This design comes from an exercise in tuning for small area, a short achievable clock period and few clock cycles per item on the open sky130 flow, not from production work. Where RTL was checked, it was by simulation tests only, not by an equivalence proof against the original. No functional check of the RTL was part of runs 1 to 5. Power figures rest on the tool's default switching activity, not on a simulated workload.

<file path="flow/config.mk">
export PLATFORM = sky130hd
export DESIGN_NAME = mm_top
export DESIGN_NICKNAME = mm_top
export VERILOG_FILES = /design/flow/design.v
export SDC_FILE = /design/flow/constraint.sdc
export NUM_CORES = 4
export LEC_CHECK = 0
export CAP_MARGIN = 20
export CORE_MARGIN = 2
export CORE_UTILIZATION = 40
export SLEW_MARGIN = 20
</file>
<file path="flow/constraint.sdc">
create_clock -name core_clock -period 10.0 [get_ports {clk}]
set_input_delay 2.0000 -clock core_clock [delete_from_list [all_inputs] [get_ports {clk}]]
set_output_delay 2.0000 -clock core_clock [all_outputs]
set_load 0.01 [all_outputs]
</file>
<file path="flow/design.v">
module mm_top(
    input  logic       clk,
    input  logic       rst,
    input  logic       read,
    input  logic       start,
    input  logic [7:0] in_data,
    input  logic [2:0] ram_slot,
    output logic       finish,
    output logic [8:0] out_data
);
    localparam int W0 = 17, W1 = 17, W2 = 15, W3 = 13;
    localparam int RW = W0 + W1 + W2 + W3;   
    localparam int O1 = W0, O2 = W0 + W1, O3 = W0 + W1 + W2;
    typedef enum logic [1:0] {IDLE = 2'd0, COMP = 2'd1, READ = 2'd2} state_t;
    state_t     state, state_n;
    logic [4:0] u, u_n;      
    logic [2:0] slot_q;      
    logic       fin_q;
    logic [1:0] g;           
    wire idle  = (state == IDLE);
    wire cmd_c = idle && start;
    wire cmd_r = idle && !start && read;
    always_comb begin
        state_n = state;
        u_n = u + 5'd1;
        case (state)
            IDLE: begin
                u_n = (cmd_c || cmd_r) ? 5'd1 : 5'd0;
                if (cmd_c) state_n = COMP;
                else if (cmd_r) state_n = READ;
            end
            COMP: if (u == 5'd31) state_n = IDLE;
            default: if (u == 5'd0) begin
                state_n = IDLE;
                u_n = 5'd0;
            end
        endcase
        if (rst) begin
            state_n = IDLE;
            u_n = 5'd0;
        end
    end
    always_ff @(posedge clk) begin
        g <= g + 2'd1;
        state <= state_n;
        u <= u_n;
        fin_q <= !rst && (state == COMP) && (u == 5'd30);
        if (idle) slot_q <= ram_slot;
    end
    assign finish = fin_q;
    logic [7:0] din_q;
    logic       v1, v2;
    logic [4:0] n1, n2;
    logic [2:0] d1, d2;
    logic [2:0] hsel;        
    always_ff @(posedge clk) begin
        din_q <= in_data;
        v1 <= !rst && (cmd_c || state == COMP);
        n1 <= u;
        d1 <= idle ? ram_slot : slot_q;
        v2 <= v1;
        n2 <= n1;
        d2 <= d1;
        hsel <= v1 ? d1 : (idle ? ram_slot : slot_q);
    end
    function automatic logic [27:0] crow(input logic [2:0] k);
        case (k)
            3'd0: crow = {7'd1,  7'd18, 7'd8,   7'd3};
            3'd1: crow = {7'd10, 7'd40, 7'd125, 7'd22};
            3'd2: crow = {7'd4,  7'd3,  7'd2,   7'd121};
            3'd3: crow = {7'd0,  7'd2,  7'd4,   7'd127};
            3'd4: crow = {7'd2,  7'd16, 7'd120, 7'd8};
            3'd5: crow = {7'd12, 7'd9,  7'd6,   7'd3};
            3'd6: crow = {7'd1,  7'd1,  7'd1,   7'd1};
            default: crow = {7'd2, 7'd2, 7'd2,  7'd2};
        endcase
    endfunction
    wire [27:0] cr = crow(n1[4:2]);
    logic [14:0] p0, p1, p2, p3;
    always_ff @(posedge clk) begin
        p0 <= 15'(din_q) * 15'(cr[6:0]);
        p1 <= 15'(din_q) * 15'(cr[13:7]);
        p2 <= 15'(din_q) * 15'(cr[20:14]);
        p3 <= 15'(din_q) * 15'(cr[27:21]);
    end
    wire first2 = (n2[4:2] == 3'd0);
    wire last2  = (n2[4:2] == 3'd7);
    logic [RW-1:0] heads [0:7];
    logic [1:0]    bases [0:7];
    logic [8:0]    sp_out [0:7];
    wire  [RW-1:0] head = heads[hsel];
    wire [RW-1:0] ah = first2 ? '0 : head;
    wire [W0-1:0] s0 = ah[O1-1:0]  + W0'(p0);
    wire [W1-1:0] s1 = ah[O2-1:O1] + W1'(p1);
    wire [W2-1:0] s2 = ah[O3-1:O2] + W2'(p2);
    wire [W3-1:0] s3 = ah[RW-1:O3] + W3'(p3);
    wire [RW-1:0] sum = {s3, s2, s1, s0};
    logic sp_use, sp_h;
    always_ff @(posedge clk) begin
        sp_use <= (u_n[4:3] == 2'd0);
        sp_h   <= u_n[0];
    end
    for (genvar x = 0; x < 8; x++) begin : g_slot
        logic [RW-1:0] ring0, ring1, ring2, ring3;
        logic [1:0] base;    
        logic [1:0] pos;     
        wire we = v2 && (d2 == 3'(x));
        always_ff @(posedge clk) begin
            ring0 <= ring1;
            ring1 <= ring2;
            ring2 <= ring3;
            ring3 <= we ? sum : ring0;
            if (we && last2 && n2[1:0] == 2'd0) base <= g;
            pos <= base + u_n[2:1] - g - 2'd1;
        end
        assign heads[x] = ring0;
        assign bases[x] = base;
        logic [16:0] c0;
        always_comb begin
            case (pos)
                2'd0: c0 = ring0[16:0];
                2'd1: c0 = ring1[16:0];
                2'd2: c0 = ring2[16:0];
                default: c0 = ring3[16:0];
            endcase
        end
        assign sp_out[x] = sp_h ? {1'b0, c0[16:9]} : c0[8:0];
    end
    wire [1:0] hrow_n = g + 2'd1 - bases[slot_q];
    wire [5:0] m_a = 6'((6'(u_n) + 6'd2) >> 1);
    wire [5:0] m_b = m_a + 6'd1;
    wire rd_n = (state_n == READ);
    wire ok_a = rd_n && m_a >= 6'd4 && m_a <= 6'd15 && m_a[1:0] == hrow_n;
    wire ok_b = rd_n && m_b >= 6'd4 && m_b <= 6'd15 && m_b[1:0] == hrow_n;
    wire [5:0] m_f = ok_a ? m_a : m_b;
    logic f_en0, f_en1;
    logic [1:0] f_col;
    always_ff @(posedge clk) begin
        f_en0 <= (ok_a || ok_b) && !m_f[0];
        f_en1 <= (ok_a || ok_b) &&  m_f[0];
        f_col <= m_f[3:2];
    end
    logic [16:0] hcol;
    always_comb begin
        case (f_col)
            2'd0: hcol = head[O1-1:0];
            2'd1: hcol = head[O2-1:O1];
            2'd2: hcol = 17'(head[O3-1:O2]);
            default: hcol = 17'(head[RW-1:O3]);
        endcase
    end
    logic [16:0] hold0, hold1;
    logic [7:0]  hi_q;
    logic [8:0]  out_q;
    logic        o_par;
    always_ff @(posedge clk) o_par <= u_n[1];
    wire  [16:0] hold_m = o_par ? hold1 : hold0;
    wire  [2:0]  rslot = idle ? ram_slot : slot_q;
    always_ff @(posedge clk) begin
        if (f_en0) hold0 <= hcol;
        if (f_en1) hold1 <= hcol;
        hi_q <= hold_m[16:9];
        if (sp_use)     out_q <= sp_out[rslot];
        else if (!sp_h) out_q <= hold_m[8:0];
        else            out_q <= {1'b0, hi_q};
    end
    assign out_data = out_q;
endmodule
</file>
<file path="flow/run.sh">
#!/bin/bash
# synth_recipe.tcl (not shown) runs the flow's synth.tcl, then flattens the netlist and writes it again
# the make line also repeats each setting of config.mk as NAME=value (left out here)
make -C /OpenROAD-flow-scripts/flow DESIGN_CONFIG=/design/flow/config.mk WORK_HOME=/design/flow/orfs CLKGATE_MAP_FILE= SYNTH_SCRIPT=/design/flow/synth_recipe.tcl finish
</file>
==> summary.txt, run 1 <==
* RSZ-0062 raised after global routing: no
* Final WL at 171000 um
* Share of the yosys chip area belonging to registers at 64.0%
* Multi-input logic area at 23000 sq um
* DRC violations left at 0
* Worst-skew pair later-pin latency at 850 ps
* H-tree levels at 4
* Max Root-Sink Buffers at 3
* Initial Util at 40.4%
* CP Launch Type: flip-flop
* Synth Flop Type: dfxtp_1
* Final Skew at 57.3 ps
* Register area at 43900 sq um
* Max-slew headroom at around a quarter
* Dpl cell area at 71000 sq um
* Most frequent cells in the layout: dfxtp_1, nand2_1, o21ai_0
* Post-route design area at slightly below 80000 sq um
* Final setup fails at 0
* EDFF count, synth at 50
* Fin. max-slew vios at 0
* Commonest non-fill, non-tap cell in the layout: dfxtp_1
* Ports at 25
* CP required at 10670 ps
* Die W at 418 um
* Endpoint class of the critical path: flip-flop
* Worst-path clk slew at 60 ps
* Total power at 20.6 mW
* Met1 Use GR at 27.4%
* Post-synth ARST share at 0%
* DR WL/cell at 21.2 um
* Final hold viol count at 0
* Busiest grt layer: met2
* Drt first pass iters at 6
* Share of layout cells above drive strength 1 at 11.3%
* Fill cell count at 15213
* Vias in the first global route at 40975
* Hold Crit Class: reg2reg
* Crit share post-route at 59.9%
* Least-Margin Pin Slew at 1120 ps
* Post-Syn Area at 68600 sq um
* Crit path max fanout at 64
* Pin count of the biggest net entering global routing at 93
* CTS Sinks at 2168
* CTS Buf Count at 197
* PwrDens at roughly 270 nW/um^2
* Min Tclk post-route at 5990 ps
* Gpl congestion at approximately 0.89
* Root Buffer: clkbuf_16
* Hpwl dp at about 110000 um
* Gr usage total at 19.7%
* Grt met2 use at 31.1%
* Antenna Nets Post-Route at 0
* Mapped Cells at 5677
* CTS-repair resized insts at 0
* IO Port Bufs at 24
* First-pass GRT wire length at 260000 um
* GRT Residual Overflow at 0
* Hold_buf cts at 0
* Iter 0 DRT Violations at around 3200
* Path type of the worst setup path: reg2reg
* Post-Syn Area per Cell at between 10 and 15 sq um
* Die Area at 175000 sq um
* Post-Syn Nets at 5977
* Crit path DAT at 6660 ps
* Core Footprint at ~170000 sq um
* Setup_tns at 0 ps
* Fin nets at 6002
* Netlist cell types at 87
* Post-DR vias/cell at approximately 5.1
* Antenna violations before repair at 12
* YS warnings at 4
* CTS tree: done
* P&R area growth vs syn at 13.3%
* Setup WS pre-CTS at a little under 4000 ps
* FF+latch count, synth at 2168
* Fmax at 167 MHz
* Vias at 40899
* Core Rows at 151
* Total setup buffers inserted after CTS at 0
* Met3 Use GR at roughly 3.4%
* Post-route setup slack at 4010 ps
* Max Cap Viol at 0
* P_leak at 31.6 nW
* Status: finished clean
* VDD IR max at 200 uV
* Die Y-Extent at 418 um
==> per-stage QoR <==
stage               hold slack, ps  instances  util (%)
floorplan                      310       5677         -
global placement               310       7721      41.8
detailed placement             312       7721      41.8
CTS                            304       8082      45.7
global route                   320       8082      45.7
finish                         302       8084      45.8
==> where the power goes <==
group          leakage [nW]  internal (mW)  switching, mW
clock network          3.24           4.31           3.30
logic                  10.3          0.761           1.23
registers              18.1           10.4          0.643
==> logic make-up (layout without fill, tap and decap cells) <==
family                   after synthesis  after routing  synth area share [%]
XOR/XNOR                             121            121                  1.57
flip-flops                          2168           2168                  64.0
adder cells (fa/ha/maj)              285            285                  6.17
other                                  0              2                     0
buffers and inverters                409            596                  2.53
multiplexers                         330            330                  8.36
AO/OA/AOI/OAI                       1003           1003                  8.54
AND/OR/NAND/NOR                     1361           1361                  8.81
==> worst paths after layout <==
| kind | start | endpoint | slack (ps) | cells after the start |
|---|---|---|---|---|
| min reg2reg | g_slot[6].ring3[18] | g_slot[6].ring2[18] | 300 | 0 |
| max | hsel[0] | g_slot[3].ring3[61] | 4010 | 16 |
| min | g_slot[6].ring3[18] | g_slot[6].ring2[18] | 300 | 0 |
| max reg2reg | hsel[0] | g_slot[3].ring3[61] | 4010 | 16 |
==> synthesized netlist by cell type (11+ instances only) <==
library cell  number  area, sq um
dfxtp_1         2118        42400
o211ai_1          19          143
nand2_1          749         2810
buf_1             23         86.3
a21o_1            21          158
o31ai_1           31          233
nor3_1            51          255
edfxtp_1          50         1500
or2_2             11         68.8
a22oi_1           11         82.6
buf_4             15          113
o21bai_1          13         97.6
or3_1             13         81.3
o21ai_0          542         2710
buf_2             46          230
a221oi_1          11         96.3
o22ai_1           26          163
mux2i_1          101         1010
nor2_1           221          830
a21oi_1          170          851
o21a_1            21          158
nand3_1           52          260
mux4_2           190         4280
nand2b_1          47          294
and2_1           112          701
inv_1            136          510
a31oi_1           20          125
fa_1              89         1780
ha_1             196         2450
and3_1            19          119
buf_6             11          124
xor2_1            51          447
mux2_2            39          439
a211oi_1          22          165
o221ai_1          16          140
nor2b_1           39          244
clkbuf_1         174          653
xnor2_1           68          596
==> per-layer routing <==
layer / wire length (um) / share of wire [%]
met1: 79500 / 46
met2: 77300 / 45
met3: 9470 / 5.5
met4: 4910 / 2.9
met5: 13 / 0.0076
==> worst max-delay path, cell delays in order, from the launching register on <==
cell	delay (ps)
dfxtp_4	750
buf_12	460
or3_2	940
buf_4	520
nor2_1	70
a21oi_1	570
and2_1	220
ha_1	200
inv_1	80
fa_1	420
nor2b_1	180
o31ai_1	130
a21oi_1	200
a41oi_1	170
a21oi_1	210
xor2_1	510
o21ai_0	140
==> layout make-up <==
class	count	share of cell area, %
Tap cell	2218	3.57
Antenna cell	2	0.00644
Clock inverter	73	1.22
Clock buffer	288	7.35
Inverter	139	0.671
Sequential cell	2168	56.5
Multi-Input combinational cell	3100	29.6
Timing Repair Buffer	96	1.04
==> state kept, by name, indices dropped and copies added, names as in the netlist, 12 cells and up <==
name and cells:
g_slot.base 16, g_slot.pos 16, g_slot.ring0 496, g_slot.ring1 496
g_slot.ring2 496, g_slot.ring3 496, hold0 17, hold1 17
p0 15, p1 15, p2 15, p3 12
==> inputs of run 2 (changes only) <==
--- a/flow/design.v
+++ b/flow/design.v
@@ -52,7 +52,8 @@
     logic       v1, v2;
     logic [4:0] n1, n2;
     logic [2:0] d1, d2;
-    logic [2:0] hsel;        
+    logic [2:0] hs_q;        
+    logic [7:0] we_q;        
     always_ff @(posedge clk) begin
         din_q <= in_data;
         v1 <= !rst && (cmd_c || state == COMP);
@@ -61,7 +62,8 @@
         v2 <= v1;
         n2 <= n1;
         d2 <= d1;
-        hsel <= v1 ? d1 : (idle ? ram_slot : slot_q);
+        hs_q <= (!rst && (cmd_c || state == COMP)) ? (idle ? ram_slot : slot_q) : slot_q;
+        for (int x = 0; x < 8; x++) we_q[x] <= v1 && (d1 == 3'(x));
     end
     function automatic logic [27:0] crow(input logic [2:0] k);
         case (k)
@@ -85,10 +87,12 @@
     end
     wire first2 = (n2[4:2] == 3'd0);
     wire last2  = (n2[4:2] == 3'd7);
-    logic [RW-1:0] heads [0:7];
+    logic [RW-1:0] nheads [0:7];
     logic [1:0]    bases [0:7];
     logic [8:0]    sp_out [0:7];
-    wire  [RW-1:0] head = heads[hsel];
+    logic [RW-1:0] head_q;
+    always_ff @(posedge clk) head_q <= nheads[hs_q];
+    wire  [RW-1:0] head = head_q;
     wire [RW-1:0] ah = first2 ? '0 : head;
     wire [W0-1:0] s0 = ah[O1-1:0]  + W0'(p0);
     wire [W1-1:0] s1 = ah[O2-1:O1] + W1'(p1);
@@ -104,7 +108,7 @@
         logic [RW-1:0] ring0, ring1, ring2, ring3;
         logic [1:0] base;    
         logic [1:0] pos;     
-        wire we = v2 && (d2 == 3'(x));
+        wire we = we_q[x];
         always_ff @(posedge clk) begin
             ring0 <= ring1;
             ring1 <= ring2;
@@ -113,7 +117,7 @@
             if (we && last2 && n2[1:0] == 2'd0) base <= g;
             pos <= base + u_n[2:1] - g - 2'd1;
         end
-        assign heads[x] = ring0;
+        assign nheads[x] = ring1;
         assign bases[x] = base;
         logic [16:0] c0;
         always_comb begin
--- a/flow/config.mk
+++ b/flow/config.mk
@@ -5,7 +5,9 @@
 export SDC_FILE = /design/flow/constraint.sdc
 export NUM_CORES = 4
 export LEC_CHECK = 0
+export ABC_CLOCK_PERIOD_IN_PS = 3000
 export CAP_MARGIN = 20
 export CORE_MARGIN = 2
 export CORE_UTILIZATION = 40
+export SETUP_SLACK_MARGIN = 5
 export SLEW_MARGIN = 20
==> summary.txt, run 2 <==
* Die Area at 181000 sq um (+3.6%)
* Grt met2 use at 32.6% (+1.5 points)
* P&R area growth vs syn at 14.5%
* Final hold viol count at 0 (unchanged)
* Share of Yosys cell area claimed by the top area cell type at 61.5% (-0.33 points)
* Most frequent cells in the layout: dfxtp_1, mux2_2, nand2_1
* Cell taking the most area after synthesis: dfxtp_1
* Post-Syn Area at 71100 sq um (+3.7%)
* Min Tclk post-route at 4860 ps (-1130 ps)
* Initial Util at 40.3% (-0.050 points)
* Final hold slack at 302 ps (-0.139 ps)
* Core Rows at 154 (+2.0%)
* CTS tree: done
* Iter 0 DRT Violations at 2826 (-11%)
* Final setup fails at 0 (unchanged)
* Drt first pass iters at 5 (-1)
* Clock Power Share at 38.8% (+1.9 points)
* Setup_tns at 0 ps (unchanged)
* Fin. max-slew vios at 0 (unchanged)
* Endpoint class of the critical path: flip-flop
* Hpwl dp at 114000 um (+2.4%)
* Status: finished clean
* DR WL/cell at 22.5 um (+6.1%)
* Pin count of the biggest net entering global routing at 86 (-7.5%)
* YS warnings at 4 (unchanged)
* IO Port Bufs at 24 (unchanged)
* Critical path endpoint: p1[13]
* Worst R2R Start: n1[2]
* VDD IR max at 166 uV (-17%)
* PwrDens at 257 nW/um^2 (-3.3%)
* EDFF count, synth at 50 (unchanged)
* CP required at 10780 ps (+110 ps)
* Die Y-Extent at 426 um (+1.8%)
* Final Skew at 47.1 ps (-10.2 ps)
* Root Buffer: clkbuf_16
* Post-DR vias/cell at 5.05 (-0.15%)
* Met1 Use GR at 26.3% (-1.1 points)
* Synth area leaders: dfxtp_1, mux2_2, mux4_2
* DRC violations left at 0 (unchanged)
* Busiest grt layer: met2
* Dpl cells at 7611 (-1.4%)
* Sequential share of power at 53.0% (-0.5 points)
* Netlist cell types at 89 (+2.3%)
* Post-Syn Nets at 5711 (-4.5%)
* Vias at 40427 (-1.2%)
* Final WL at 180000 um (+5.0%)
* CTS Sinks at 2234 (+3.0%)
* Crit path DAT at 5640 ps (-1020 ps)
* Met3 Use GR at 3.20% (-0.17 points)
* Crit path launch: n1[2]
* Switching pwr at 5.05 mW (-2.4%)
* FF+latch count, synth at 2234 (+3.0%)
* Top-count cell post-synth: dfxtp_1
* Gr usage total at 19.8% (+0.17 points)
* RSZ-0062 raised after global routing: no
* Hold_buf cts at 0 (unchanged)
* Post-Syn Area per Cell at 13.2 sq um (+8.9%)
* Mapped Cells at 5406 (-4.8%)
* R2r setup slk at 5140 ps (+1130 ps)
* R2R cell count at 17 (+1)
* Worst-path clk slew at 70 ps (about the same)
* CP Launch Type: flip-flop
* P_int at 15.9 mW (+2.6%)
* Fin nets at 5795 (-3.4%)
* First-pass GRT wire length at 269000 um (+3.6%)
* Finished Layout Cells at 8003 (-1.0%)
* Vias in the first global route at 41474 (+1.2%)
* Gpl congestion at 0.855 (-3.5%)
* Switching part of the total power at 24.2% (-0.94 points)
* Core Footprint at 176000 sq um (+3.8%)
* P_leak at 33.6 nW (+6.1%)
* Worst-skew pair later-pin latency at 860 ps (about the same)
* CTS Buf Count at 205 (+4.1%)
* Antenna violations before repair at 11 (-1)
* Fill cell count at 15607 (+2.6%)
* Hold Crit Class: reg2reg
* Max-slew headroom at 22.5% (-1.8 points)
* Fmax at 206 MHz (+23%)
* Share of layout cells above drive strength 1 at 19.8% (+8.5 points)
* Most frequent cells after synthesis: dfxtp_1, mux2_2, nand2_1
* Combinational share of power at 8.2% (-1.5 points)
* Crit path max fanout at 7 (-89%)
* Path type of the worst setup path: reg2reg
* Die W at 426 um (+1.8%)
* Crit share post-route at 48.6% (-11 points)
* Synth Flop Type: dfxtp_1
* Worst R2R End: p1[13]
* Least-Margin Pin Slew at 1150 ps (+30.4 ps)
* Commonest non-fill, non-tap cell in the layout: dfxtp_1
* Ports at 25 (unchanged)
* H-tree levels at 4 (unchanged)
* Antenna Nets Post-Route at 0 (unchanged)
* Share of the yosys chip area belonging to registers at 63.6% (-0.41 points)
* GRT Residual Overflow at 0 (unchanged)
* Max Cap Viol at 0 (unchanged)
* Post-synth ARST share at 0% (unchanged)
* Max Root-Sink Buffers at 3 (unchanged)
==> run 2: changes by cell type after synthesis, sizes merged, moves of 18 or more <==
cell,before,now
a21oi,170,151
inv,137,174
dfxtp,2118,2184
and2,112,149
a211oi,22,46
nand2,749,301
o21ai,544,143
a22o,7,35
nor2,222,291
nand2b,47,19
mux2,39,431
clkbuf,175,157
xor2,51,21
==> run 2: final cells by class <==
class                           instances  area [sq um]  area share (%)
Clock inverter                         73          1020            1.25
Inverter                              175           669           0.822
Tap cell                             2340          2930            3.60
Multi-Input combinational cell       2761         24500            30.1
Clock buffer                          304          6090            7.48
Antenna cell                            3          7.51         0.00922
Timing Repair Buffer                  113           921            1.13
Sequential cell                      2234         45300            55.6
==> run 2: how the worst min path moves through the flow <==
stage | startpoint | to | slack (ps) | cells after the start
after global placement | g_slot[6].ring3[26] | g_slot[6].ring2[26] | 310 | 0
after CTS | g_slot[1].ring2[17] | g_slot[1].ring1[17] | 300 | 0
final | g_slot[2].ring2[53] | g_slot[2].ring1[53] | 300 | 0
after detailed placement | g_slot[5].ring2[53] | g_slot[5].ring1[53] | 310 | 0
after global routing | g_slot[3].ring3[20] | g_slot[3].ring2[20] | 310 | 0
after floorplan | g_slot[0].ring2[17] | g_slot[0].ring1[17] | 310 | 0
==> run 2: metrics by stage <==
stage	power, mW	setup WS, ps	cell area [sq um]	util, %
3_3_place_gp	12.9	4470	74000	42.0
6_report	20.9	5140	81400	46.2
2_1_floorplan	12.1	5270	71100	-
3_5_place_dp	13.0	4380	74000	42.0
4_1_cts	21.0	5020	81200	46.0
5_1_grt	21.7	4980	81400	46.2
==> run 2: power groups by stage <==
| stage | registers [mW] | logic [mW] | clock network, mW |
|---|---|---|---|
| finish | 11.1 | 1.72 | 8.10 |
| global route | 11.2 | 1.85 | 8.60 |
| CTS | 11.1 | 1.73 | 8.23 |
| detailed placement | 11.3 | 1.71 | 0 |
| global placement | 11.2 | 1.70 | 0 |
| floorplan | 10.9 | 1.20 | 0 |
==> run 2: cell families (layout without fill, tap and decap cells) <==
group	after synthesis	in the layout	synth area share [%]
AOI/OAI and AO/OA	661	661	6.25
and+or+nand+nor	979	980	6.48
muxes	722	722	14.0
buffers and inverters	412	665	2.22
other	0	3	0
xor gates and xnor gates	108	108	1.38
adders and majority gates	290	290	6.09
DFF	2234	2234	63.6
==> run 2: repair_timing <==
| action | 4_1_cts | 5_1_grt |
|---|---|---|
| pin swaps | 0 | 2 |
| gates cloned | 0 | 1 |
| setup endpoints to repair | 18 | 15 |
| resized for setup | 15 | 36 |
| buffers inserted | 0 | 10 |
==> run 2: per-layer routing <==
metal  wire length [um]  up-vias
li1                   -    18944
met1              80700    20176
met2              84400     1006
met3               8610      301
met4               6100        0
met5                  0        -
==> run 2: critical path, cell delays in order (launching register included) <==
cell	delay [ps]
dfxtp_4	390
clkinvlp_4	170
nor2_4	70
and2_2	240
or2_2	310
fa_1	510
inv_1	60
fa_1	550
fa_1	440
fa_1	500
inv_1	50
ha_2	190
or2_2	340
nor3_2	130
nor2_1	80
a41o_1	270
o41ai_2	320
xnor2_1	150
==> inputs of run 3 (changes only) <==
--- a/flow/config.mk
+++ b/flow/config.mk
@@ -8,6 +8,8 @@
 export ABC_CLOCK_PERIOD_IN_PS = 3000
 export CAP_MARGIN = 20
 export CORE_MARGIN = 2
-export CORE_UTILIZATION = 40
+export CORE_UTILIZATION = 55
+export CTS_BUF_LIST = sky130_fd_sc_hd__clkbuf_4 sky130_fd_sc_hd__clkbuf_8
+export CTS_CLUSTER_SIZE = 30
 export SETUP_SLACK_MARGIN = 5
 export SLEW_MARGIN = 20
==> summary.txt, run 3 <==
* Final hold slack at 263 ps (-39.4 ps)
* First-pass GRT wire length at 271000 um (+0.85%)
* Most frequent cells after synthesis: dfxtp_1, mux2_2, nand2_1
* Pin count of the biggest net entering global routing at 62 (-28%)
* Status: finished clean
* Most frequent cells in the layout: dfxtp_1, clkbuf_8, mux2_2
* H-tree levels at 5 (+1)
* Crit path max fanout at 51 (+44)
* Ports at 25 (unchanged)
* GRT Residual Overflow at 0 (unchanged)
* Adder-cell share of the synthesized area at 6.09% (unchanged)
* Worst-skew pair later-pin latency at 1020 ps (+160 ps)
* Hold Crit Class: reg2reg
* CTS Buf Count at 355 (+73%)
* Final WL at 183000 um (+1.8%)
* Hpwl dp at 115000 um (+1.1%)
* Wire length on met2 at 86000 um (+1.9%)
* Share of layout cells above drive strength 1 at 23.4% (+3.6 points)
* Post-synthesis compound-gate area fraction at 6.25% (unchanged)
* Worst path most repeated cell: o31ai_1
* Critical path's largest stage delay at 830 ps (+280 ps)
* Commonest non-fill, non-tap cell in the layout: dfxtp_1
* PwrDens at 257 nW/um^2 (+0.11%)
* Initial Util at 55.6% (+15 points)
* Largest family of logic cells by synthesized area: multiplexers
* Final hold viol count at 0 (unchanged)
* Max-slew headroom at 20.6% (-1.8 points)
* Crit path DAT at 5560 ps (-80 ps)
* DRC violations left at 0 (unchanged)
* VDD IR max at 187 uV (+13%)
* Crit share post-route at 47.8% (-0.76 points)
* Final setup fails at 0 (unchanged)
* Met1 wire length at 82100 um (+1.7%)
* Drt first pass iters at 6 (+1)
* Top-count cell post-synth: dfxtp_1
* DR WL/cell at 24.2 um (+7.8%)
* Synth Flop Type: dfxtp_1
* Die W at 364 um (-15%)
* Antenna Nets Post-Route at 0 (unchanged)
* Netlist cell types at 89 (unchanged)
* Final Skew at 75.4 ps (+28.3 ps)
* Buf/Inv on CP at 2 (-1)
* Hold_buf cts at 0 (unchanged)
* Critical path cell sequence: or3_2 > buf_4 > and2_1 > ha_1 > inv_1 > fa_1 > nand2b_1 > a21oi_1 > o31ai_1 > o31ai_1 > o41ai_1 > xor2_1 > o2bb2ai_1
* Die Area at 132000 sq um (-27%)
* Slowest cell on the critical path: xor2_1
* Post-synth ARST share at 0% (unchanged)
* Post-route design area at 80700 sq um (-0.82%)
* Share of the yosys chip area belonging to registers at 63.6% (unchanged)
* Share of Yosys cell area claimed by the top area cell type at 61.5% (unchanged)
* IO Port Bufs at 24 (unchanged)
* Dpl cell area at 73200 sq um (-1.1%)
* Min Tclk post-route at 4780 ps (-75.8 ps)
* Path type of the worst setup path: reg2reg
* Worst-path clk slew at 60 ps (about the same)
* Top Family by Delay on Critical Path: compound AO/OA/AOI/OAI gates
* Highest metal used: met5
* EDFF count, synth at 50 (unchanged)
* Post-route setup slack at 5220 ps (+75.8 ps)
* Fmax at 209 MHz (+1.6%)
* Post-DR vias/cell at 5.48 (+8.5%)
* Max Root-Sink Buffers at 4 (+1)
* Vias at 41425 (+2.5%)
* Least-Margin Pin Slew at 1180 ps (+27.4 ps)
* Vias in the first global route at 42179 (+1.7%)
* CP Launch Type: flip-flop
* Gr usage total at 27.9% (+8.1 points)
* Core Footprint at 128000 sq um (-27%)
* Gpl congestion at 0.884 (+3.3%)
* Core Rows at 131 (-15%)
* RSZ-0062 raised after global routing: no
* Fin. max-slew vios at 0 (unchanged)
* Post-Syn Nets at 5711 (unchanged)
* Post-synthesis xor/xnor area fraction at 1.38% (unchanged)
* Post-Syn Area at 71100 sq um (unchanged)
* CP required at 10780 ps (about the same)
* Die Y-Extent at 364 um (-15%)
* WL met3 at 7840 um (-8.9%)
* Root Buffer: clkbuf_8
* FF+latch count, synth at 2234 (unchanged)
* Iter 0 DRT Violations at 2918 (+3.3%)
* Cell taking the most area after synthesis: dfxtp_1
* Setup WS pre-CTS at 4360 ps (-18.9 ps)
* Simple logic cell fraction of the synthesized area at 6.48% (unchanged)
* YS warnings at 4 (unchanged)
* Fin nets at 5941 (+2.5%)
* P&R area growth vs syn at 13.6%
* CTS Sinks at 2234 (unchanged)
* Synth area leaders: dfxtp_1, mux2_2, mux4_2
* Setup_tns at 0 ps (unchanged)
* Mux contribution to synthesized area at 14.0% (unchanged)
* R2r setup slk at 5220 ps (+80 ps)
* Antenna violations before repair at 10 (-1)
* Endpoint class of the critical path: flip-flop
* Total power at 20.8 mW (-0.71%)
* Mapped Cells at 5406 (unchanged)
* Max Cap Viol at 0 (unchanged)
* P_leak at 34.0 nW (+1.2%)
* Post-Syn Area per Cell at 13.2 sq um (unchanged)
* CTS tree: done
==> run 3: where the power goes <==
group          internal, mW  total (mW)  switching [mW]
logic                 0.797        1.73           0.930
registers              10.4        11.1           0.710
clock network          4.55        7.94            3.40
==> run 3: final cells by class <==
cell class | count | area (sq um)
multi-input combinational | 2761 | 24400
tap | 1662 | 2080
inverter | 175 | 661
fill | 9962 | 47100
timing repair buffer | 109 | 888
clock buffer | 558 | 6900
sequential | 2234 | 45300
clock inverter | 49 | 455
antenna | 8 | 20.0
==> run 3: cells by family after synthesis <==
| logic type | Yosys count |
|---|---|
| flip-flops | 2234 |
| buffers and inverters | 412 |
| XOR/XNOR | 108 |
| adder cells (fa/ha/maj) | 290 |
| multiplexers | 722 |
| AND/OR/NAND/NOR | 979 |
| AO/OA/AOI/OAI | 661 |
==> run 3: what timing repair did <==
action	in CTS	in global routing
setup buffers	0	5
resized for setup	10	24
setup endpoints to repair	14	12
cloned	0	1
pin swaps	0	1
==> run 3: path summary, 6_finish.rpt <==
| kind | depth (start not counted) | start | to |
|---|---|---|---|
| worst max-delay path | 13 | n2[4] | g_slot[0].ring3[16] |
| worst min-delay path | 0 | g_slot[0].ring2[49] | g_slot[0].ring1[49] |
| worst max register to register | 13 | n2[4] | g_slot[0].ring3[16] |
| worst min register to register | 0 | g_slot[0].ring2[49] | g_slot[0].ring1[49] |
==> run 3: layer usage <==
layer	vias up	track usage, %
met5	-	0
met4	2	11.6
met3	382	4.28
met2	1153	45.5
met1	20635	37.2
li1	19253	-
==> run 3: per-stage QoR <==
stage | utilization (%) | cells
2_1_floorplan | - | 5406
3_3_place_gp | 57.3 | 6934
3_5_place_dp | 57.3 | 6935
4_1_cts | 63.0 | 7542
5_1_grt | 63.1 | 7551
6_report | 63.2 | 7556
==> inputs of run 4 (changes only) <==
--- a/flow/design.v
+++ b/flow/design.v
@@ -85,23 +85,25 @@
         p2 <= 15'(din_q) * 15'(cr[20:14]);
         p3 <= 15'(din_q) * 15'(cr[27:21]);
     end
-    wire first2 = (n2[4:2] == 3'd0);
     wire last2  = (n2[4:2] == 3'd7);
     logic [RW-1:0] nheads [0:7];
     logic [1:0]    bases [0:7];
     logic [8:0]    sp_out [0:7];
     logic [RW-1:0] head_q;
-    always_ff @(posedge clk) head_q <= nheads[hs_q];
+    always_ff @(posedge clk) head_q <= (v1 && n1[4:2] == 3'd0) ? '0 : nheads[hs_q];
     wire  [RW-1:0] head = head_q;
-    wire [RW-1:0] ah = first2 ? '0 : head;
+    wire [RW-1:0] ah = head;
     wire [W0-1:0] s0 = ah[O1-1:0]  + W0'(p0);
     wire [W1-1:0] s1 = ah[O2-1:O1] + W1'(p1);
     wire [W2-1:0] s2 = ah[O3-1:O2] + W2'(p2);
     wire [W3-1:0] s3 = ah[RW-1:O3] + W3'(p3);
     wire [RW-1:0] sum = {s3, s2, s1, s0};
+    wire [4:0] u_p1 = u + 5'd1;
+    wire       rd   = (state == READ);
+    wire [1:0] i_n  = (rd && !rst) ? u_p1[2:1] : 2'd0;
     logic sp_use, sp_h;
     always_ff @(posedge clk) begin
-        sp_use <= (u_n[4:3] == 2'd0);
+        sp_use <= !(rd && !rst && u_p1[4:3] != 2'd0);
         sp_h   <= u_n[0];
     end
     for (genvar x = 0; x < 8; x++) begin : g_slot
@@ -115,7 +117,7 @@
             ring2 <= ring3;
             ring3 <= we ? sum : ring0;
             if (we && last2 && n2[1:0] == 2'd0) base <= g;
-            pos <= base + u_n[2:1] - g - 2'd1;
+            pos <= base + i_n - g - 2'd1;
         end
         assign nheads[x] = ring1;
         assign bases[x] = base;
@@ -131,9 +133,9 @@
         assign sp_out[x] = sp_h ? {1'b0, c0[16:9]} : c0[8:0];
     end
     wire [1:0] hrow_n = g + 2'd1 - bases[slot_q];
-    wire [5:0] m_a = 6'((6'(u_n) + 6'd2) >> 1);
+    wire [5:0] m_a = 6'((6'(u) + 6'd3) >> 1);
     wire [5:0] m_b = m_a + 6'd1;
-    wire rd_n = (state_n == READ);
+    wire rd_n = rd;
     wire ok_a = rd_n && m_a >= 6'd4 && m_a <= 6'd15 && m_a[1:0] == hrow_n;
     wire ok_b = rd_n && m_b >= 6'd4 && m_b <= 6'd15 && m_b[1:0] == hrow_n;
     wire [5:0] m_f = ok_a ? m_a : m_b;
@@ -157,7 +159,7 @@
     logic [7:0]  hi_q;
     logic [8:0]  out_q;
     logic        o_par;
-    always_ff @(posedge clk) o_par <= u_n[1];
+    always_ff @(posedge clk) o_par <= u_p1[1];
     wire  [16:0] hold_m = o_par ? hold1 : hold0;
     wire  [2:0]  rslot = idle ? ram_slot : slot_q;
     always_ff @(posedge clk) begin
--- a/flow/config.mk
+++ b/flow/config.mk
@@ -8,8 +8,6 @@
 export ABC_CLOCK_PERIOD_IN_PS = 3000
 export CAP_MARGIN = 20
 export CORE_MARGIN = 2
-export CORE_UTILIZATION = 55
-export CTS_BUF_LIST = sky130_fd_sc_hd__clkbuf_4 sky130_fd_sc_hd__clkbuf_8
-export CTS_CLUSTER_SIZE = 30
+export CORE_UTILIZATION = 40
 export SETUP_SLACK_MARGIN = 5
 export SLEW_MARGIN = 20
==> summary.txt, run 4 <==
* Core Footprint at 183000 sq um (+43%)
* Die Area at 187000 sq um (+41%)
* Max-slew headroom at 21.7% (+1.1 points)
* Met1 wire length at 88200 um (+7.5%)
* R2r setup slk at 5200 ps (-20 ps)
* WHS Endpoint: g_slot[1].ring2[16]
* Post-route setup slack at 5200 ps (-18.9 ps)
* CP Launch Type: flip-flop
* Antenna violations before repair at 11 (+1)
* Fmax at 208 MHz (-0.39%)
* Gr usage total at 20.6% (-7.3 points)
* Least-Margin Pin Slew at 1170 ps (-13.8 ps)
* DR WL/cell at 22.7 um (-6.1%)
* Final WL at 193000 um (+5.4%)
* Most frequent cells after synthesis: dfxtp_1, mux2_2, nand2_1
* Cell taking the most area after synthesis: dfxtp_1
* P_leak at 33.5 nW (-1.3%)
* Worst R2R Start: n1[2]
* CP required at 10770 ps (about the same)
* Ports at 25 (unchanged)
* Max Cap Viol at 0 (unchanged)
* Drt first pass iters at 6 (unchanged)
* P&R area growth vs syn at 13.1%
* RSZ-0062 raised after global routing: yes
* Post-Syn Area per Cell at 12.3 sq um (-6.3%)
* Pin count of the biggest net entering global routing at 69 (+11%)
* CTS Buf Count at 205 (-42%)
* Endpoint class of the critical path: flip-flop
* Min Tclk post-route at 4800 ps (+18.9 ps)
* H-tree levels at 4 (-1)
* Vias in the first global route at 45191 (+7.1%)
* Core Rows at 157 (+20%)
* Share of Yosys cell area claimed by the top area cell type at 59.7% (-1.8 points)
* R2R cell count at 16 (+3)
* Post-Syn Area at 73300 sq um (+3.1%)
* Hold path start: g_slot[1].ring3[16]
* Root Buffer: clkbuf_16
* IO Port Bufs at 24 (unchanged)
* Final hold viol count at 0 (unchanged)
* First-pass GRT wire length at 290000 um (+7.0%)
* Post-Syn Nets at 6253 (+9.5%)
* WL met3 at 9640 um (+23%)
* Share of layout cells above drive strength 1 at 15.8% (-7.7 points)
* Crit path DAT at 5570 ps (about the same)
* Wire length on met2 at 88800 um (+3.3%)
* Setup_tns at 0 ps (unchanged)
* Vias at 44536 (+7.5%)
* Mapped Cells at 5948 (+10%)
* Antenna Nets Post-Route at 0 (unchanged)
* Worst-skew pair later-pin latency at 840 ps (-180 ps)
* Initial Util at 40.1% (-15 points)
* Setup WS pre-CTS at 4660 ps (+298 ps)
* Hpwl dp at 122000 um (+6.4%)
* Netlist cell types at 91 (+2.2%)
* Post-synth ARST share at 0% (unchanged)
* Fin. max-slew vios at 0 (unchanged)
* DRC violations left at 0 (unchanged)
* YS warnings at 4 (unchanged)
* Iter 0 DRT Violations at 3305 (+13%)
* Worst R2R End: p2[14]
* Total setup buffers inserted after CTS at 0 (unchanged)
* CTS Sinks at 2235 (+0.045%)
* Share of the yosys chip area belonging to registers at 61.7% (-1.9 points)
* Fin nets at 6226 (+4.8%)
* Die Y-Extent at 432 um (+19%)
* Hold Crit Class: reg2reg
* VDD IR max at 188 uV (+0.87%)
* Max Root-Sink Buffers at 3 (-1)
* Final setup fails at 0 (unchanged)
* Synth area leaders: dfxtp_1, mux2_2, mux4_2
* Final Skew at 67.3 ps (-8.09 ps)
* Crit share post-route at 48.0% (+0.19 points)
* Gpl congestion at 0.844 (-4.4%)
* CTS tree: done
* Highest metal used: met5
* Die W at 432 um (+19%)
* GRT Residual Overflow at 0 (unchanged)
* PwrDens at 318 nW/um^2 (+24%)
* EDFF count, synth at 50 (unchanged)
* Hold Path Depth at 0 (unchanged)
* Top-count cell post-synth: dfxtp_1
* FF+latch count, synth at 2235 (+0.045%)
* Worst-path clk slew at 80 ps (+20 ps)
* Total power at 26.4 mW (+27%)
* Commonest non-fill, non-tap cell in the layout: dfxtp_1
* Fill cell count at 16428 (+65%)
* Post-DR vias/cell at 5.25 (-4.2%)
* Most frequent cells in the layout: dfxtp_1, mux2_2, nand2_1
* Crit path max fanout at 12 (-76%)
* Status: finished clean
* Path type of the worst setup path: reg2reg
* Synth Flop Type: dfxtp_1
[run 4: worst max-delay path by stage]
stage	start	endpoint	slack (ps)	cells after the start
6_report	n1[2]	p2[14]	5200	16
5_1_grt	n1[2]	p2[14]	4930	16
4_1_cts	n1[2]	p2[14]	5030	16
3_5_place_dp	n1[3]	p0[14]	4660	16
3_3_place_gp	n1[3]	p0[14]	4760	16
2_1_floorplan	n1[3]	p0[14]	5380	18
[run 4: layout make-up]
class	count	area [sq um]	share of cell area, %
Antenna cell	4	10.0	0.0121
Timing Repair Buffer	111	931	1.12
Tap cell	2385	2980	3.60
Inverter	211	792	0.955
Clock inverter	79	908	1.10
Multi-Input combinational cell	3157	26100	31.4
Sequential cell	2235	45300	54.6
Clock buffer	299	5970	7.20
[run 4: cell families after synthesis]
| group | Yosys count | share of synthesized area (%) |
|---|---|---|
| flops | 2235 | 61.7 |
| compound gates | 1100 | 10.1 |
| simple gates | 1059 | 6.81 |
| mux | 608 | 11.3 |
| buf+inv | 556 | 2.93 |
| fa+ha+maj | 290 | 5.88 |
| xor+xnor | 100 | 1.23 |
[run 4: stage by stage]
step	std cells	util, %	hold slack [ps]	cell area (sq um)
after floorplan	5948	-	310	73300
after global placement	8098	41.6	310	76000
after global routing	8478	45.4	307	82900
after CTS	8477	45.4	296	82900
after detailed placement	8099	41.6	312	76000
final	8481	45.4	299	82900
[run 4: routing by layer]
layer	global-route usage [%]	vias up
li1	-	20880
met3	3.33	339
met5	0	-
met2	33.5	1187
met1	27.9	22126
met4	6.62	4
[run 4: worst max-delay path: stages, from the launching register on]
cell	delay (ps)
dfxtp_1	550
nand2b_1	300
nor2b_1	430
and2_1	190
ha_1	250
fa_1	510
fa_1	500
inv_1	50
fa_1	470
inv_1	40
ha_1	310
or2_2	320
a21oi_1	150
a31oi_1	70
a41o_1	260
o21bai_1	170
xnor2_1	130
[run 4: timing repair]
| item | CTS | global route |
|---|---|---|
| endpoints found under the setup margin | 14 | 19 |
| hold buffers | 0 | 0 |
| gates resized for setup | 2 | 12 |
[run 4: where the power goes]
group / total, mW / switching (mW) / leakage (nW) / internal, mW
Combinational: 4.88 / 2.93 / 11.7 / 1.95
Clock: 7.87 / 3.43 / 3.36 / 4.44
Sequential: 13.6 / 1.46 / 18.4 / 12.1
==> inputs of run 5 (changes only) <==
==> flow/flow/run.sh (new file) <==
#!/bin/bash
set -euo pipefail
bash standard.sh SETUP_SLACK_MARGIN=6.4 finish > standard_flow.log 2>&1
==> flow/standard.sh (new file) <==
#!/bin/bash
# synth_recipe.tcl (not shown) runs the flow's synth.tcl, then flattens the netlist and writes it again
# the make line also repeats each setting of config.mk as NAME=value (left out here)
make -C /OpenROAD-flow-scripts/flow DESIGN_CONFIG=/design/flow/config.mk WORK_HOME=/design/flow/orfs CLKGATE_MAP_FILE= SYNTH_SCRIPT=/design/flow/synth_recipe.tcl "${@:-finish}"
--- a/flow/config.mk
+++ b/flow/config.mk
@@ -9,5 +9,4 @@
 export CAP_MARGIN = 20
 export CORE_MARGIN = 2
 export CORE_UTILIZATION = 40
-export SETUP_SLACK_MARGIN = 5
 export SLEW_MARGIN = 20
removed: flow/run.sh
==> summary.txt, run 5 <==
* Status: finished clean
* Worst-path clk slew at 70 ps (about the same)
* Post-synthesis xor/xnor area fraction at 1.23% (unchanged)
* Mux contribution to synthesized area at 11.3% (unchanged)
* Critical path's largest stage delay at 530 ps (-20 ps)
* Initial Util at 40.1% (unchanged)
* Vias in the first global route at 45652 (+1.0%)
* Antenna violations before repair at 13 (+2)
* PwrDens at 317 nW/um^2 (-0.36%)
* Final core occ at 46.3% (+0.87 points)
* Die Area at 187000 sq um (unchanged)
* Worst-skew pair later-pin latency at 860 ps (+20 ps)
* Most frequent cells in the layout: dfxtp_1, mux2_2, nand2_1
* Crit path DAT at 5080 ps (-490 ps)
* IO Port Bufs at 24 (unchanged)
* Min Tclk post-route at 4310 ps (-497 ps)
* Largest family of logic cells by synthesized area: multiplexers
* Core Rows at 157 (unchanged)
* Drt first pass iters at 6 (unchanged)
* Antenna Nets Post-Route at 0 (unchanged)
* EDFF count, synth at 50 (unchanged)
* Die W at 432 um (unchanged)
* Root Buffer: clkbuf_16
* Hold Crit Class: reg2reg
* VDD IR max at 239 uV (+27%)
* Share of Yosys cell area claimed by the top area cell type at 59.7% (unchanged)
* Post-DR vias/cell at 5.33 (+1.5%)
* Final Skew at 71.3 ps (+3.97 ps)
* Synth Flop Type: dfxtp_1
* Hold_buf cts at 0 (unchanged)
* Top-count cell post-synth: dfxtp_1
* Post-Syn Nets at 6253 (unchanged)
* Ports at 25 (unchanged)
* P&R area growth vs syn at 15.3%
* Endpoint class of the critical path: flip-flop
* DR WL/cell at 23.3 um (+2.3%)
* Synth area leaders: dfxtp_1, mux2_2, mux4_2
* First-pass GRT wire length at 296000 um (+1.9%)
* H-tree levels at 4 (unchanged)
* Most frequent cells after synthesis: dfxtp_1, mux2_2, nand2_1
* Adder-cell share of the synthesized area at 5.88% (unchanged)
* Vias at 45456 (+2.1%)
* Total power at 26.8 mW (+1.5%)
* Slowest cell on the critical path: fa_1
* Dpl cell area at 76100 sq um (+0.19%)
* Setup_tns at 0 ps (unchanged)
* Final setup fails at 0 (unchanged)
* Core Footprint at 183000 sq um (unchanged)
* Mapped Cells at 5948 (unchanged)
* Dpl cells at 8088 (-0.14%)
* YS warnings at 4 (unchanged)
* Least-Margin Pin Slew at 1220 ps (+48.4 ps)
* CP required at 10780 ps (about the same)
* Netlist cell types at 91 (unchanged)
* Iter 0 DRT Violations at 3634 (+10%)
* Post-synthesis compound-gate area fraction at 10.1% (unchanged)
* RSZ-0062 raised after global routing: yes
* Share of layout cells above drive strength 1 at 19.0% (+3.2 points)
* DRC violations left at 0 (unchanged)
* Hpwl dp at 124000 um (+1.7%)
* Gr usage total at 21.0% (+0.47 points)
* Fin nets at 6281 (+0.88%)
* Crit path max fanout at 6 (-6)
* Commonest non-fill, non-tap cell in the layout: dfxtp_1
* Die Y-Extent at 432 um (unchanged)
* Fmax at 232 MHz (+12%)
* CTS Sinks at 2235 (unchanged)
* Worst R2R Start: n1[4]
* Post-Syn Area at 73300 sq um (unchanged)
* Pin count of the biggest net entering global routing at 90 (+30%)
* Max Root-Sink Buffers at 3 (unchanged)
* Simple logic cell fraction of the synthesized area at 6.81% (unchanged)
* Post-synth ARST share at 0% (unchanged)
* Critical path cell sequence: buf_6 > nand2b_4 > buf_6 > nor2_4 > o21ai_2 > fa_1 > fa_1 > inv_1 > fa_1 > inv_1 > fa_1 > inv_2 > ha_4 > o21a_1 > nor2_2 > a21oi_2 > a41oi_2 > a21oi_2 > xor2_1
* P_leak at 34.2 nW (+1.9%)
* Hold path start: g_slot[3].ring3[39]
* CP Launch Type: flip-flop
* Crit path launch: n1[4]
* Finished Layout Cells at 8532 (+0.60%)
* CTS tree: done
* GRT Residual Overflow at 0 (unchanged)
* Max-slew headroom at 18.5% (-3.2 points)
* Crit share post-route at 43.1% (-5.0 points)
* Post-Syn Area per Cell at 12.3 sq um (unchanged)
* Final WL at 198000 um (+2.9%)
* Gpl congestion at 0.859 (+1.7%)
* FF+latch count, synth at 2235 (unchanged)
* Share of the yosys chip area belonging to registers at 61.7% (unchanged)
* Path type of the worst setup path: reg2reg
* Cell taking the most area after synthesis: dfxtp_1
* CTS Buf Count at 203 (-0.98%)
* Fin. max-slew vios at 0 (unchanged)
* Max Cap Viol at 0 (unchanged)
* Final hold viol count at 0 (unchanged)
* Post-route design area at 84500 sq um (+1.9%)
* Worst path most repeated cell: fa_1
run 5: cell counts after synthesis:
Identical to the previous run, type by type.
run 5: area by class of cell:
type / instances / area (sq um)
clock buffers: 298 / 6040
repair buffers: 167 / 1420
clock inverters: 77 / 1180
flip-flops and latches: 2235 / 45300
well taps: 2385 / 2980
diodes: 1 / 2.50
multi-input cells: 3158 / 26800
fillers: 16304 / 98100
inverters: 211 / 802
run 5: what timing repair did:
action | in CTS | in global routing
gates resized for setup | 96 | 85
setup endpoints to repair | 56 | 67
pin swaps | 48 | 58
endpoints found under the hold margin | 0 | 0
gates cloned | 1 | 0
buffers inserted | 35 | 32
run 5: metrics by stage:
step	worst slack [ps]	hold WS, ps
CTS	5810	283
global route	5560	293
global placement	5280	310
detailed placement	5210	312
finish	5690	294
floorplan	5790	310
run 5: metal layers:
metal,global-route usage (%),share of wire [%],wire [um]
met1,29.0,46,91000
met2,33.6,45,90100
met3,3.27,5.4,10700
met4,7.32,3.3,6570
met5,0,0,0
run 5: worst max-delay path: cells and delay by family (launching register included):
kind	cells	cell delay [ps]
xor gates and xnor gates	1	160
buffers and inverters	5	400
adders and majority gates	5	2290
DFF	1	420
AOI/OAI and AO/OA	5	710
and+or+nand+nor	3	260
run 5: worst paths after layout:
kind	end	slack [ps]	depth (start not counted)
max reg2reg	p0[13]	5690	19
min	g_slot[3].ring2[39]	290	0
max	p0[13]	5690	19
min reg2reg	g_slot[3].ring2[39]	290	0
run 5: power breakdown:
part	switching, mW	internal (mW)
Clock	3.44	4.76
Combinational	3.01	1.94
Sequential	1.47	12.1
run 5: logic make-up after synthesis:
group / Yosys count
AO/OA/AOI/OAI: 1100
XOR/XNOR: 100
adder cells (fa/ha/maj): 290
buffers and inverters: 556
flip-flops: 2235
multiplexers: 608
AND/OR/NAND/NOR: 1059
==> inputs of run 6 (changes only) <==
--- a/flow/design.v
+++ b/flow/design.v
@@ -65,25 +65,57 @@
         hs_q <= (!rst && (cmd_c || state == COMP)) ? (idle ? ram_slot : slot_q) : slot_q;
         for (int x = 0; x < 8; x++) we_q[x] <= v1 && (d1 == 3'(x));
     end
-    function automatic logic [27:0] crow(input logic [2:0] k);
-        case (k)
-            3'd0: crow = {7'd1,  7'd18, 7'd8,   7'd3};
-            3'd1: crow = {7'd10, 7'd40, 7'd125, 7'd22};
-            3'd2: crow = {7'd4,  7'd3,  7'd2,   7'd121};
-            3'd3: crow = {7'd0,  7'd2,  7'd4,   7'd127};
-            3'd4: crow = {7'd2,  7'd16, 7'd120, 7'd8};
-            3'd5: crow = {7'd12, 7'd9,  7'd6,   7'd3};
-            3'd6: crow = {7'd1,  7'd1,  7'd1,   7'd1};
-            default: crow = {7'd2, 7'd2, 7'd2,  7'd2};
-        endcase
-    endfunction
-    wire [27:0] cr = crow(n1[4:2]);
+    wire [2:0] k1 = n1[4:2];
+    wire [16:0] a = 17'(din_q);
+    logic [16:0] a0, b0, c0, a1, b1, c1, a2, b2, a3, b3;
+    always_comb begin
+        case (k1)
+            3'd0: begin a0 = a << 1; b0 = a;         c0 = '0;     end
+            3'd1: begin a0 = a << 4; b0 = a << 2;    c0 = a << 1; end
+            3'd2: begin a0 = a << 7; b0 = -(a << 3); c0 = a;      end
+            3'd3: begin a0 = a << 7; b0 = -a;        c0 = '0;     end
+            3'd4: begin a0 = a << 3; b0 = '0;        c0 = '0;     end
+            3'd5: begin a0 = a << 1; b0 = a;         c0 = '0;     end
+            3'd6: begin a0 = a;      b0 = '0;        c0 = '0;     end
+            default: begin a0 = a << 1; b0 = '0;     c0 = '0;     end
+        endcase
+        case (k1)
+            3'd0: begin a1 = a << 3; b1 = '0;        c1 = '0; end
+            3'd1: begin a1 = a << 7; b1 = -(a << 2); c1 = a;  end
+            3'd2: begin a1 = a << 1; b1 = '0;        c1 = '0; end
+            3'd3: begin a1 = a << 2; b1 = '0;        c1 = '0; end
+            3'd4: begin a1 = a << 7; b1 = -(a << 3); c1 = '0; end
+            3'd5: begin a1 = a << 2; b1 = a << 1;    c1 = '0; end
+            3'd6: begin a1 = a;      b1 = '0;        c1 = '0; end
+            default: begin a1 = a << 1; b1 = '0;     c1 = '0; end
+        endcase
+        case (k1)
+            3'd0: begin a2 = a << 4; b2 = a << 1; end
+            3'd1: begin a2 = a << 5; b2 = a << 3; end
+            3'd2: begin a2 = a << 1; b2 = a;      end
+            3'd3: begin a2 = a << 1; b2 = '0;     end
+            3'd4: begin a2 = a << 4; b2 = '0;     end
+            3'd5: begin a2 = a << 3; b2 = a;      end
+            3'd6: begin a2 = a;      b2 = '0;     end
+            default: begin a2 = a << 1; b2 = '0;  end
+        endcase
+        case (k1)
+            3'd0: begin a3 = a;      b3 = '0;     end
+            3'd1: begin a3 = a << 3; b3 = a << 1; end
+            3'd2: begin a3 = a << 2; b3 = '0;     end
+            3'd3: begin a3 = '0;     b3 = '0;     end
+            3'd4: begin a3 = a << 1; b3 = '0;     end
+            3'd5: begin a3 = a << 3; b3 = a << 2; end
+            3'd6: begin a3 = a;      b3 = '0;     end
+            default: begin a3 = a << 1; b3 = '0;  end
+        endcase
+    end
     logic [14:0] p0, p1, p2, p3;
     always_ff @(posedge clk) begin
-        p0 <= 15'(din_q) * 15'(cr[6:0]);
-        p1 <= 15'(din_q) * 15'(cr[13:7]);
-        p2 <= 15'(din_q) * 15'(cr[20:14]);
-        p3 <= 15'(din_q) * 15'(cr[27:21]);
+        p0 <= 15'(a0 + b0 + c0);
+        p1 <= 15'(a1 + b1 + c1);
+        p2 <= 15'(a2 + b2);
+        p3 <= 15'(a3 + b3);
     end
     wire last2  = (n2[4:2] == 3'd7);
     logic [RW-1:0] nheads [0:7];
==> flow/flow/run.sh (replaced) <==
#!/bin/bash
set -euo pipefail
bash standard.sh SETUP_SLACK_MARGIN=6.6 "CTS_ARGS=-sink_clustering_enable -repair_clock_nets -dont_use_dummy_load" finish > standard_flow.log 2>&1
--- a/flow/config.mk
+++ b/flow/config.mk
@@ -5,7 +5,7 @@
 export SDC_FILE = /design/flow/constraint.sdc
 export NUM_CORES = 4
 export LEC_CHECK = 0
-export ABC_CLOCK_PERIOD_IN_PS = 3000
+export ABC_AREA = 1
 export CAP_MARGIN = 20
 export CORE_MARGIN = 2
 export CORE_UTILIZATION = 40
==> summary.txt, run 6 <==
* Status: finished clean
* Crit share post-route at 34.4% (-8.7 points)
* Max Root-Sink Buffers at 3 (unchanged)
* CTS Buf Count at 205 (+0.99%)
* Netlist cell types at 61 (-33%)
* CTS tree: done
* Iter 0 DRT Violations at 4730 (+30%)
* Post-Syn Area at 67500 sq um (-7.9%)
* PwrDens at 280 nW/um^2 (-12%)
* Fin nets at 6931 (+10%)
* Pin count of the biggest net entering global routing at 64 (-29%)
* Cell taking the most area after synthesis: dfxtp_1
* Ports at 25 (unchanged)
* Gr usage total at 24.3% (+3.2 points)
* Fin. max-slew vios at 0 (unchanged)
* Share of Yosys cell area claimed by the top area cell type at 64.8% (+5.1 points)
* VDD IR max at 200 uV (-16%)
* Max Cap Viol at 0 (unchanged)
* Share of layout cells above drive strength 1 at 8.11% (-11 points)
* Finished Layout Cells at 8965 (+5.1%)
* Top-count cell post-synth: dfxtp_1
* Setup_tns at 0 ps (unchanged)
* Final core occ at 45.4% (-0.84 points)
* Final Skew at 90.3 ps (+19.0 ps)
* Fill cell count at 15765 (-3.3%)
* Post-synth ARST share at 0% (unchanged)
* Synth Flop Type: dfxtp_1
* Die Y-Extent at 415 um (-4.0%)
* Vias in the first global route at 46064 (+0.90%)
* Antenna Nets Post-Route at 0 (unchanged)
* Post-synthesis compound-gate area fraction at 9.45% (-0.69 points)
* Path type of the worst setup path: reg2reg
* Drt first pass iters at 6 (unchanged)
* Adder-cell share of the synthesized area at 3.25% (-2.6 points)
* H-tree levels at 4 (unchanged)
* Dpl cells at 8691 (+7.5%)
* Most frequent cells after synthesis: dfxtp_1, nand2_1, o21ai_0
* Post-synthesis xor/xnor area fraction at 1.28% (+0.049 points)
* CTS Sinks at 2234 (-0.045%)
* Largest family of logic cells by synthesized area: simple AND/OR/NAND/NOR gates
* Die W at 415 um (-4.0%)
* Final setup fails at 0 (unchanged)
* Hold Crit Class: reg2reg
* Post-DR vias/cell at 5.28 (-0.80%)
* Crit path DAT at 4120 ps (-960 ps)
* CP Launch Type: flip-flop
* Initial Util at 40.3% (+0.19 points)
* Antenna violations before repair at 18 (+5)
* Vias at 47379 (+4.2%)
* Commonest non-fill, non-tap cell in the layout: dfxtp_1
* Core Footprint at 167000 sq um (-8.4%)
* Post-Syn Area per Cell at 10.1 sq um (-18%)
* DR WL/cell at 23.8 um (+2.2%)
* Post-Syn Nets at 6849 (+9.5%)
* Max-slew headroom at 17.1% (-1.4 points)
* Share of the yosys chip area belonging to registers at 67.0% (+5.3 points)
* Hold_buf cts at 0 (unchanged)
* IO Port Bufs at 24 (unchanged)
* First-pass GRT wire length at 310000 um (+5.0%)
* Root Buffer: clkbuf_16
* Final WL at 213000 um (+7.4%)
* P&R area growth vs syn at 12.7%
* DRC violations left at 0 (unchanged)
* Core Rows at 150 (-4.5%)
* Mux contribution to synthesized area at 0% (-11 points)
* Final hold viol count at 0 (unchanged)
* Min Tclk post-route at 3440 ps (-867 ps)
* FF+latch count, synth at 2234 (-0.045%)
* P_leak at 31.5 nW (-7.8%)
* Fmax at 291 MHz (+25%)
* Worst-path clk slew at 60 ps (about the same)
* Synth area leaders: dfxtp_1, nand2_1, o21ai_0
* Hpwl dp at 140000 um (+13%)
* Gpl congestion at 0.970 (+13%)
* YS warnings at 4 (unchanged)
* Crit path max fanout at 28 (+22)
* Die Area at 172000 sq um (-7.9%)
* GRT Residual Overflow at 0 (unchanged)
* EDFF count, synth at 50 (unchanged)
* Endpoint class of the critical path: flip-flop
* Most frequent cells in the layout: dfxtp_1, nand2_1, o21ai_0
* Mapped Cells at 6678 (+12%)
* Least-Margin Pin Slew at 1240 ps (+27.0 ps)
* Worst-skew pair later-pin latency at 830 ps (-30 ps)
* Simple logic cell fraction of the synthesized area at 15.6% (+8.8 points)
* CP required at 10680 ps (-100 ps)
* RSZ-0062 raised after global routing: yes
==> run 6: cell count changes in the layout (fill, tap and decap cells not counted), moves of 95 or more <==
cell / previous run / this run
o21ai_0: 181 / 435
nand2_1: 304 / 1731
mux4_2: 143 / 0
nand3_1: 57 / 414
mux2i_1: 140 / 0
nor2_1: 297 / 174
mux2_2: 324 / 0
inv_1: 178 / 273
==> run 6: final timing paths <==
kind / from / end / slack (ps) / cells past startpoint
worst max-delay path: hs_q[0] / head_q[9] / 6560 / 5
worst min-delay path: g_slot[5].ring3[52] / g_slot[5].ring2[52] / 260 / 0
worst max register to register: hs_q[0] / head_q[9] / 6560 / 5
worst min register to register: g_slot[5].ring3[52] / g_slot[5].ring2[52] / 260 / 0
==> run 6: report_power, final <==
part / switching (mW) / internal, mW / total (mW)
registers: 0.931 / 10.9 / 11.8
clock network: 3.01 / 3.57 / 6.58
logic: 2.08 / 0.787 / 2.87
total: 6.02 / 15.3 / 21.3
==> run 6: worst max-delay path, cell delays in order, from the launching register on <==
cell and delay, ps:
dfxtp_1 600, nand3_1 640, clkinv_4 530, buf_4 600, a22oi_1 430, a31oi_1 510
==> run 6: cell type report <==
cell class                      count  area (sq um)  area share [%]
Antenna cell                        3          7.51         0.00987
Sequential cell                  2234         45300            59.6
Multi-Input combinational cell   3846         20400            26.8
Clock buffer                      205          5130            6.74
Tap cell                         2204          2760            3.63
Timing Repair Buffer              146          1180            1.56
Inverter                          327          1310            1.72
==> run 6: repair_timing <==
| item | CTS | global route |
|---|---|---|
| resized for setup | 140 | 60 |
| pin swaps | 8 | 20 |
| setup endpoints to repair | 61 | 33 |
| buffers inserted | 40 | 25 |
==> run 6: cell families (layout without fill, tap and decap cells) <==
logic type,after synthesis,in the layout
and+or+nand+nor,2530,2530
DFF,2234,2234
AOI/OAI and AO/OA,1063,1063
buffers and inverters,598,678
adders and majority gates,156,156
xor gates and xnor gates,97,97
other,0,3
==> run 6: through the flow <==
step	total power, mW	setup slack [ps]	hold WS, ps	area (sq um)
floorplan	13.1	6610	310	67500
global placement	14.7	5840	310	69900
detailed placement	14.8	5810	312	69900
CTS	21.3	6490	263	75600
global route	22.1	6440	271	76100
finish	21.3	6560	264	76100
==> run 6: metal layers <==
layer	GRT usage (%)	up-vias	part of all wire, %	wire length (um)
met2	37.2	1803	44	93000
met4	11.4	4	5.0	10600
li1	-	22128	-	-
met3	3.84	439	7.2	15200
met1	33.6	23005	44	94300
met5	0	-	0.011	23
Testbench counts of run 6, summed over its fixed seeds: cycles 12,480, items 192.
==> inputs of run 7 (changes only) <==
--- a/flow/config.mk
+++ b/flow/config.mk
@@ -5,7 +5,7 @@
 export SDC_FILE = /design/flow/constraint.sdc
 export NUM_CORES = 4
 export LEC_CHECK = 0
-export ABC_AREA = 1
+export ABC_CLOCK_PERIOD_IN_PS = 3000
 export CAP_MARGIN = 20
 export CORE_MARGIN = 2
 export CORE_UTILIZATION = 40
==> summary.txt, run 7 <==
* Cell taking the most area after synthesis: dfxtp_1
* Post-synth ARST share at 0% (unchanged)
* Synth area leaders: dfxtp_1, mux2_2, mux4_2
* GRT Residual Overflow at 0 (unchanged)
* Final WL at 184000 um (-14%)
* Crit share post-route at 35.6% (+1.2 points)
* Status: finished clean
* Mapped Cells at 5406 (-19%)
* Highest metal used: met4
* Root Buffer: clkbuf_16
* Met1 wire length at 84100 um (-11%)
* DR WL/cell at 23.4 um (-1.7%)
* Setup_tns at 0 ps (unchanged)
* Iter 0 DRT Violations at 3181 (-33%)
* YS warnings at 4 (unchanged)
* CP required at 10660 ps (-20 ps)
* Die Y-Extent at 422 um (+1.8%)
* Antenna violations before repair at 4 (-14)
* CTS tree: done
* Core Rows at 153 (+2.0%)
* Fin. max-slew vios at 0 (unchanged)
* Crit path DAT at 4220 ps (+100 ps)
* Gpl congestion at 0.940 (-3.1%)
* CTS Buf Count at 206 (+0.49%)
* Drt first pass iters at 5 (-1)
* Final setup fails at 0 (unchanged)
* Fin nets at 5697 (-18%)
* RSZ-0062 raised after global routing: yes
* Final Skew at 90.8 ps (+0.524 ps)
* DRC violations left at 0 (unchanged)
* Hold Crit Class: reg2reg
* Least-Margin Pin Slew at 1160 ps (-79.0 ps)
* Fill cell count at 15618 (-0.93%)
* Most frequent cells in the layout: dfxtp_1, mux2_2, nor2_1
* EDFF count, synth at 50 (unchanged)
* Top Family by Delay on Critical Path: simple AND/OR/NAND/NOR gates
* Hpwl dp at 114000 um (-19%)
* WL met3 at 8930 um (-41%)
* Die Area at 178000 sq um (+3.5%)
* Share of Yosys cell area claimed by the top area cell type at 62.5% (-2.2 points)
* Slowest cell on the critical path: or4_1
* Worst-path clk slew at 50 ps (about the same)
* Worst-skew pair later-pin latency at 830 ps (about the same)
* Post-Syn Area at 69900 sq um (+3.6%)
* Commonest non-fill, non-tap cell in the layout: dfxtp_1
* Max Cap Viol at 0 (unchanged)
* First-pass GRT wire length at 272000 um (-12%)
* Share of layout cells above drive strength 1 at 21.8% (+14 points)
* Initial Util at 40.2% (-0.096 points)
* Top-count cell post-synth: dfxtp_1
* Max-slew headroom at 22.1% (+5.0 points)
* Path type of the worst setup path: reg2reg
* Most frequent cells after synthesis: dfxtp_1, mux2_2, nor2_1
* Antenna Nets Post-Route at 0 (unchanged)
* VDD IR max at 166 uV (-17%)
* Post-DR vias/cell at 5.21 (-1.3%)
* Post-Syn Area per Cell at 12.9 sq um (+28%)
* Wire length on met2 at 84000 um (-9.7%)
* Die W at 422 um (+1.8%)
* Core Footprint at 174000 sq um (+3.8%)
* P_leak at 32.2 nW (+2.0%)
* Final hold viol count at 0 (unchanged)
* Vias at 40944 (-14%)
* Min Tclk post-route at 3560 ps (+121 ps)
* Buf/Inv on CP at 1 (-1)
* P&R area growth vs syn at 14.3%
* CTS Sinks at 2234 (unchanged)
* Pin count of the biggest net entering global routing at 55 (-14%)
* Endpoint class of the critical path: flip-flop
* Synth Flop Type: dfxtp_1
* Gr usage total at 20.2% (-4.0 points)
## run 7: cell types whose count changed in the layout (fill, tap and decap cells not counted), sizes merged, moves of 138 or more
cell,delta
nor2,+138
mux4,+194
mux2i,+153
o21ai,-318
inv,-182
nand3,-339
mux2,+396
nand2,-1505
## run 7: power breakdown
part | switching, mW | internal (mW)
clock | 2.99 | 3.59
sequential | 1.28 | 11.9
combinational | 2.36 | 1.78
total | 6.63 | 17.3
## run 7: through the flow
| step | std cells | hold slack (ps) | util [%] | area [sq um] | setup WS [ps] |
|---|---|---|---|---|---|
| 6_report | 7852 | 238 | 46.0 | 79900 | 6440 |
| 5_1_grt | 7851 | 253 | 46.0 | 79900 | 6310 |
| 4_1_cts | 7807 | 226 | 45.5 | 79100 | 6480 |
| 3_5_place_dp | 7529 | 312 | 41.8 | 72600 | 5350 |
| 3_3_place_gp | 7529 | 310 | 41.7 | 72500 | 5410 |
| 2_1_floorplan | 5406 | 310 | - | 70100 | 6580 |
## run 7: final timing paths
| kind | slack, ps | endpoint | depth (start not counted) | start |
|---|---|---|---|---|
| hold reg to reg | 240 | g_slot[6].ring1[23] | 0 | g_slot[6].ring2[23] |
| hold / removal | 240 | g_slot[6].ring1[23] | 0 | g_slot[6].ring2[23] |
| setup reg to reg | 6440 | p0[13] | 13 | din_q[5] |
| setup / recovery | 6440 | p0[13] | 13 | din_q[5] |
## run 7: logic make-up after synthesis
| family | Yosys count | share of synthesized area [%] |
|---|---|---|
| AO/OA/AOI/OAI | 807 | 7.40 |
| multiplexers | 743 | 14.9 |
| buffers and inverters | 423 | 2.39 |
| XOR/XNOR | 116 | 1.50 |
| flip-flops | 2234 | 64.7 |
| adder cells (fa/ha/maj) | 156 | 3.13 |
| AND/OR/NAND/NOR | 927 | 6.04 |
## run 7: repair_timing
item	CTS	global route
buffers inserted	63	37
gates resized for setup	213	95
setup endpoints to repair	128	55
hold buffers	0	0
pin swaps	47	29
cloned	9	4
## run 7: metal layers
metal / vias to the layer above / track usage (%)
li1: 18998 / -
met1: 20444 / 27.6
met2: 1133 / 32.6
met3: 369 / 3.27
met4: 0 / 7.14
met5: - / 0
## run 7: cell type report
type	instances	area [sq um]	area share, %
Sequential cell	2234	45300	56.7
Inverter	130	548	0.686
Clock buffer	206	5150	6.45
Timing Repair inverter	2	20.0	0.0250
Antenna cell	3	7.51	0.00939
Timing Repair Buffer	203	1980	2.48
Tap cell	2325	2910	3.64
Multi-Input combinational cell	2749	24000	30.0

Re-timed with assumed drivers on the ports (clkbuf_16 on the clock, buf_2 on other inputs), run 7 has 6.441 ns of setup slack against 6.441 ns with ideal ports, and 5.917 ns once port delays also move by the mid clock arrival of 0.873 ns.
